From an optimization exercise on the open Yosys and OpenROAD flow, aimed at small area; shortcuts taken in it are not production practice.
The RTL was checked by simulation tests, not by an equivalence proof against the original design.

==> inputs of branch pepper <==
// DDS
module DDS(
    input                DAC_clk,
    input                rst_n,
    input                en,
    input         [31:0] FreqCntrl,
    input         [31:0] PhaseCntrl,
    input signed  [15:0] AmplCntrl,
    input                DataPathSelect,
    input         [31:0] DirectValue,
    output signed [15:0] SampleOut
    );
    reg [23:0] Accu;
    reg [9:0]  PhaseAddress;    
    reg [15:0] SampleMag;       
    reg        SampleNeg;
    reg [15:0] MultRes;         
    reg         AccuC;
    wire        AccuCarry;      
    wire [23:0] AccuSum;        
    wire [9:0]  PhaseSum;       
    wire s1;
    wire c2;
    DDS_HA ha2 (.A(Accu[0]), .B(FreqCntrl[0]), .S(s1), .CO(c2));
    assign AccuSum[0] = s1;
    wire s3;
    wire c4;
    DDS_FA fa4 (.A(Accu[1]), .B(FreqCntrl[1]), .CI(c2), .S(s3), .CO(c4));
    assign AccuSum[1] = s3;
    wire s5;
    wire c6;
    DDS_FA fa6 (.A(Accu[2]), .B(FreqCntrl[2]), .CI(c4), .S(s5), .CO(c6));
    assign AccuSum[2] = s5;
    wire s7;
    wire c8;
    DDS_FA fa8 (.A(Accu[3]), .B(FreqCntrl[3]), .CI(c6), .S(s7), .CO(c8));
    assign AccuSum[3] = s7;
    wire s9;
    wire c10;
    DDS_FA fa10 (.A(Accu[4]), .B(FreqCntrl[4]), .CI(c8), .S(s9), .CO(c10));
    assign AccuSum[4] = s9;
    wire s11;
    wire c12;
    DDS_FA fa12 (.A(Accu[5]), .B(FreqCntrl[5]), .CI(c10), .S(s11), .CO(c12));
    assign AccuSum[5] = s11;
    wire s13;
    wire c14;
    DDS_FA fa14 (.A(Accu[6]), .B(FreqCntrl[6]), .CI(c12), .S(s13), .CO(c14));
    assign AccuSum[6] = s13;
    wire s15;
    wire c16;
    DDS_FA fa16 (.A(Accu[7]), .B(FreqCntrl[7]), .CI(c14), .S(s15), .CO(c16));
    assign AccuSum[7] = s15;
    wire s17;
    wire c18;
    DDS_FA fa18 (.A(Accu[8]), .B(FreqCntrl[8]), .CI(c16), .S(s17), .CO(c18));
    assign AccuSum[8] = s17;
    wire s19;
    wire c20;
    DDS_FA fa20 (.A(Accu[9]), .B(FreqCntrl[9]), .CI(c18), .S(s19), .CO(c20));
    assign AccuSum[9] = s19;
    wire s21;
    wire c22;
    DDS_FA fa22 (.A(Accu[10]), .B(FreqCntrl[10]), .CI(c20), .S(s21), .CO(c22));
    assign AccuSum[10] = s21;
    wire s23;
    wire c24;
    DDS_FA fa24 (.A(Accu[11]), .B(FreqCntrl[11]), .CI(c22), .S(s23), .CO(c24));
    assign AccuSum[11] = s23;
    assign AccuCarry = c24;
    wire s25;
    wire c26;
  ...
Settings: LEC_CHECK=0, ABC_AREA=1, CAP_MARGIN=10, CORE_MARGIN=2, CORE_UTILIZATION=65, GPL_TIMING_DRIVEN=0, PLACE_DENSITY=0.72, SLEW_MARGIN=10, SYNTH_HIERARCHICAL=1, SYNTH_MEMORY_MAX_BITS=262144, SYNTH_MINIMUM_KEEP_SIZE=0; clock period 10.0 ns.
standard.sh (not shown) runs the stock make flow with config.mk's settings and CLKGATE_MAP_FILE= SYNTH_SCRIPT=/design/flow/synth_recipe.tcl, a recipe that flattens the netlist after the stock synthesis.
==> flow/flow/run.sh <==
#!/bin/bash
# Layout flow: the standard synthesis, then the combinational logic of its netlist
# re-mapped by ABC with an area script (registers kept as they are, so every register
# keeps its name and cell; the full and half adder cells of the design's own adder
# modules kept too; adders that synthesis found in random logic turned back into
# logic), then the standard ORFS steps with
# - the port buffers made of the smallest buffer cell instead of the default clkdlybuf4s50_1,
# - clock tree synthesis without dummy load cells at the leaves.
# Each tool's output goes to a log file in this folder.
set -euo pipefail
ARGS=(
  BUFFER_PORTS_ARGS="-buffer_cell sky130_fd_sc_hd__buf_1"
  CTS_ARGS="-sink_clustering_enable -repair_clock_nets -dont_use_dummy_load -buf_list sky130_fd_sc_hd__clkbuf_8 -sink_clustering_size 20 -sink_clustering_max_diameter 100"
)
bash standard.sh "${ARGS[@]}" synth > flow_synth.log 2>&1

R=orfs/results/${FLOW_PLATFORM}/DDS/base
LIB=${FLOW_HOME}/platforms/${FLOW_PLATFORM}/lib/sky130_fd_sc_hd__tt_025C_1v80.lib
YOSYS=yosys
if [[ -x ${FLOW_HOME}/../tools/install/yosys/bin/yosys ]]; then
  YOSYS=${FLOW_HOME}/../tools/install/yosys/bin/yosys
fi
cp $R/1_2_yosys.v 1_2_yosys.standard.v
python3 flow/cellfunc.py "$LIB" cells_func.v > cellfunc.log 2>&1
python3 flow/unmapfa.py 1_2_yosys.standard.v 1_2_yosys.marked.v > unmapfa.log 2>&1
DONTUSE=""
for c in $(sed -n 's/.*cell ("\(sky130_fd_sc_hd__\(lpflow\|probe\)[a-z0-9_]*\)").*/\1/p' "$LIB"); do
  DONTUSE="$DONTUSE -dont_use $c"
done
cat > resyn.ys <<EOT
read_verilog cells_func.v
read_liberty -lib -ignore_redef $LIB
read_verilog 1_2_yosys.marked.v
hierarchy -top ${FLOW_TOP}
flatten
hierarchy -top ${FLOW_TOP}
read_liberty -lib -ignore_redef $LIB
techmap
opt -purge
abc -liberty $LIB $DONTUSE -script $PWD/flow/resyn.abc
opt_clean -purge
setundef -zero
hilomap -singleton -hicell sky130_fd_sc_hd__conb_1 HI -locell sky130_fd_sc_hd__conb_1 LO
insbuf -buf sky130_fd_sc_hd__buf_1 A X
splitnets
opt_clean -purge
check -assert
stat -liberty $LIB
write_verilog -noattr -nohex -nodec 1_2_yosys.resyn.v
EOT
$YOSYS -s resyn.ys > resyn.log 2>&1
cp 1_2_yosys.resyn.v $R/1_2_yosys.v
touch $R/1_2_yosys.v

bash standard.sh "${ARGS[@]}" finish > flow_finish.log 2>&1
Other scripts of this flow, unchanged in this note and not shown: flow/flow/cellfunc.py, flow/flow/resyn.abc, flow/flow/unmapfa.py
==> branch maple: changes against branch pepper <==
Settings changed: CORE_UTILIZATION 65 to 55, PLACE_DENSITY 0.72 to 0.65.
==> notes <==
- Against branch maple, the core utilization of branch pepper is higher by 11 points.
- Against branch maple, the via count of branch pepper is higher by about 3.5%.
- Clock-buffer cell count is the same in branch maple and branch pepper.
- Between branch maple and branch pepper, the lower clock skew is in branch maple (gap 0.0082 ns).
- In branch pepper the non-clock buffer count is higher than in branch maple, by 2.
- In branch pepper the die area is lower than in branch maple, by 15%.
==> figures <==
Result of the run: branch pepper no timing/DRC/antenna violations; branch maple no timing/DRC/antenna violations
Fraction of final layout cells with drive strength greater than 1: branch pepper 2.57%; branch maple 2.25%
Skew-Pair Late Insertion Delay: branch pepper 0.39 ns; branch maple 0.37 ns
Clock transition at the registers of the reported paths: branch pepper 0.08 ns; branch maple 0.09 ns
DR WL met2: branch pepper 18.9 mm; branch maple 19.0 mm
Number of fillers in the final layout: branch pepper 1204; branch maple 1684
NonClk Buf Share: branch pepper 4.10%; branch maple 3.89%
Number of tap cells inserted: branch pepper 220; branch maple 265
Stage delay of the slowest cell on the critical path: branch pepper 0.95 ns; branch maple 1.12 ns
Setup slack of the critical path after layout: branch pepper 0.879 ns; branch maple 0.681 ns
Achievable clock frequency: branch pepper 110 MHz; branch maple 107 MHz
Vias per std cell: branch pepper 7.20; branch maple 6.79

========
==> v9: inputs <==
DDS, a different RTL version from the one above (not shown whole).
Settings: LEC_CHECK=0, ABC_AREA=1, CAP_MARGIN=10, CORE_MARGIN=2, CORE_UTILIZATION=55, GPL_TIMING_DRIVEN=0, PLACE_DENSITY=0.65, SLEW_MARGIN=10, SYNTH_HIERARCHICAL=1, SYNTH_MEMORY_MAX_BITS=262144, SYNTH_MINIMUM_KEEP_SIZE=0; clock period 10.0 ns.
==> flow/flow/run.sh <==
#!/bin/bash
# Layout flow: the standard synthesis, then the combinational logic of its netlist
# re-mapped by ABC with an area script (registers kept as they are, so every register
# keeps its name and cell; the full and half adder cells of the design's own adder
# modules kept too; adders that synthesis found in random logic turned back into
# logic), then the standard ORFS steps with
# - the port buffers made of the smallest buffer cell instead of the default clkdlybuf4s50_1,
# - clock tree synthesis without dummy load cells at the leaves.
# Each tool's output goes to a log file in this folder.
set -euo pipefail
ARGS=(
  BUFFER_PORTS_ARGS="-buffer_cell sky130_fd_sc_hd__buf_1"
  CTS_ARGS="-sink_clustering_enable -repair_clock_nets -dont_use_dummy_load -buf_list sky130_fd_sc_hd__clkbuf_8 -sink_clustering_size 30 -sink_clustering_max_diameter 200"
)
bash standard.sh "${ARGS[@]}" synth > flow_synth.log 2>&1

R=orfs/results/${FLOW_PLATFORM}/DDS/base
LIB=${FLOW_HOME}/platforms/${FLOW_PLATFORM}/lib/sky130_fd_sc_hd__tt_025C_1v80.lib
YOSYS=yosys
if [[ -x ${FLOW_HOME}/../tools/install/yosys/bin/yosys ]]; then
  YOSYS=${FLOW_HOME}/../tools/install/yosys/bin/yosys
fi
cp $R/1_2_yosys.v 1_2_yosys.standard.v
python3 flow/cellfunc.py "$LIB" cells_func.v > cellfunc.log 2>&1
python3 flow/unmapfa.py 1_2_yosys.standard.v 1_2_yosys.marked.v > unmapfa.log 2>&1
DONTUSE=""
for c in $(sed -n 's/.*cell ("\(sky130_fd_sc_hd__\(lpflow\|probe\)[a-z0-9_]*\)").*/\1/p' "$LIB"); do
  DONTUSE="$DONTUSE -dont_use $c"
done
cat > resyn.ys <<EOT
read_verilog cells_func.v
read_liberty -lib -ignore_redef $LIB
read_verilog 1_2_yosys.marked.v
hierarchy -top ${FLOW_TOP}
flatten
hierarchy -top ${FLOW_TOP}
read_liberty -lib -ignore_redef $LIB
techmap
opt -purge
abc -liberty $LIB $DONTUSE -script $PWD/flow/resyn.abc
opt_clean -purge
setundef -zero
hilomap -singleton -hicell sky130_fd_sc_hd__conb_1 HI -locell sky130_fd_sc_hd__conb_1 LO
insbuf -buf sky130_fd_sc_hd__buf_1 A X
splitnets
opt_clean -purge
check -assert
stat -liberty $LIB
write_verilog -noattr -nohex -nodec 1_2_yosys.resyn.v
EOT
$YOSYS -s resyn.ys > resyn.log 2>&1
cp 1_2_yosys.resyn.v $R/1_2_yosys.v
touch $R/1_2_yosys.v

bash standard.sh "${ARGS[@]}" finish > flow_finish.log 2>&1
Other scripts of this flow, unchanged in this note and not shown: flow/flow/cellfunc.py, flow/flow/resyn.abc, flow/flow/unmapfa.py
==> inputs of v11, as changes to v9 <==
--- a/flow/flow/run.sh
+++ b/flow/flow/run.sh
@@ -10,7 +10,7 @@
 set -euo pipefail
 ARGS=(
   BUFFER_PORTS_ARGS="-buffer_cell sky130_fd_sc_hd__buf_1"
-  CTS_ARGS="-sink_clustering_enable -repair_clock_nets -dont_use_dummy_load -buf_list sky130_fd_sc_hd__clkbuf_8 -sink_clustering_size 30 -sink_clustering_max_diameter 200"
+  CTS_ARGS="-sink_clustering_enable -repair_clock_nets -dont_use_dummy_load -buf_list sky130_fd_sc_hd__clkbuf_8 -sink_clustering_size 20 -sink_clustering_max_diameter 100"
 )
 bash standard.sh "${ARGS[@]}" synth > flow_synth.log 2>&1
 
==> qor.yml <==
outcome:
  status: "finished clean"
floorplan:
  chipWidth_um: 146
global_routing:
  vias_in_the_first_global_route: 12300
  grt_util_all_layers: 0.413
setup_path:
  r2r_slack_ps: 550
place:
  placed_cell_area_um2: 11900
Source of the figures above: v9

==> qor.yml <==
floorplan:
  chipWidth_um: 146
global_routing:
  vias_in_the_first_global_route: 12300
  grt_util_all_layers: 0.413
outcome:
  status: "finished clean"
setup_path:
  r2r_slack_ps: 550
Source of the figures above: v11

[static timing again, ports no longer ideal]
In the flow no input, the clock included, has a driving cell. The finished layouts below were timed again as built, in two steps. Step 1: set_driving_cell puts a clkbuf_16 on DAC_clk and a buf_2 on each other input, an assumption about the parent block. Step 2 adds t to the input delays and takes it off the output delays; t is the mean of the earliest and latest rising clock arrival at the registers after step 1. Input paths then give back, and output paths get back, about the clock's delay inside the block. Three values: ideal, step 1, step 2; two values: the first two.
run	t, ns	setup WS [ns]	latest minus earliest clock arrival (ns)	pins driven straight from the clock port
branch pepper	0.410	0.879 / 0.879 / 0.879	0.036 / 0.037	1
branch maple	0.397	0.681 / 0.681 / 0.681	0.029 / 0.029	1
v9	0.400	0.554 / 0.554 / 0.554	0.041 / 0.041	1
v11	0.400	0.554 / 0.554 / 0.554	0.041 / 0.041	1
After both steps every run listed still meets setup and hold.
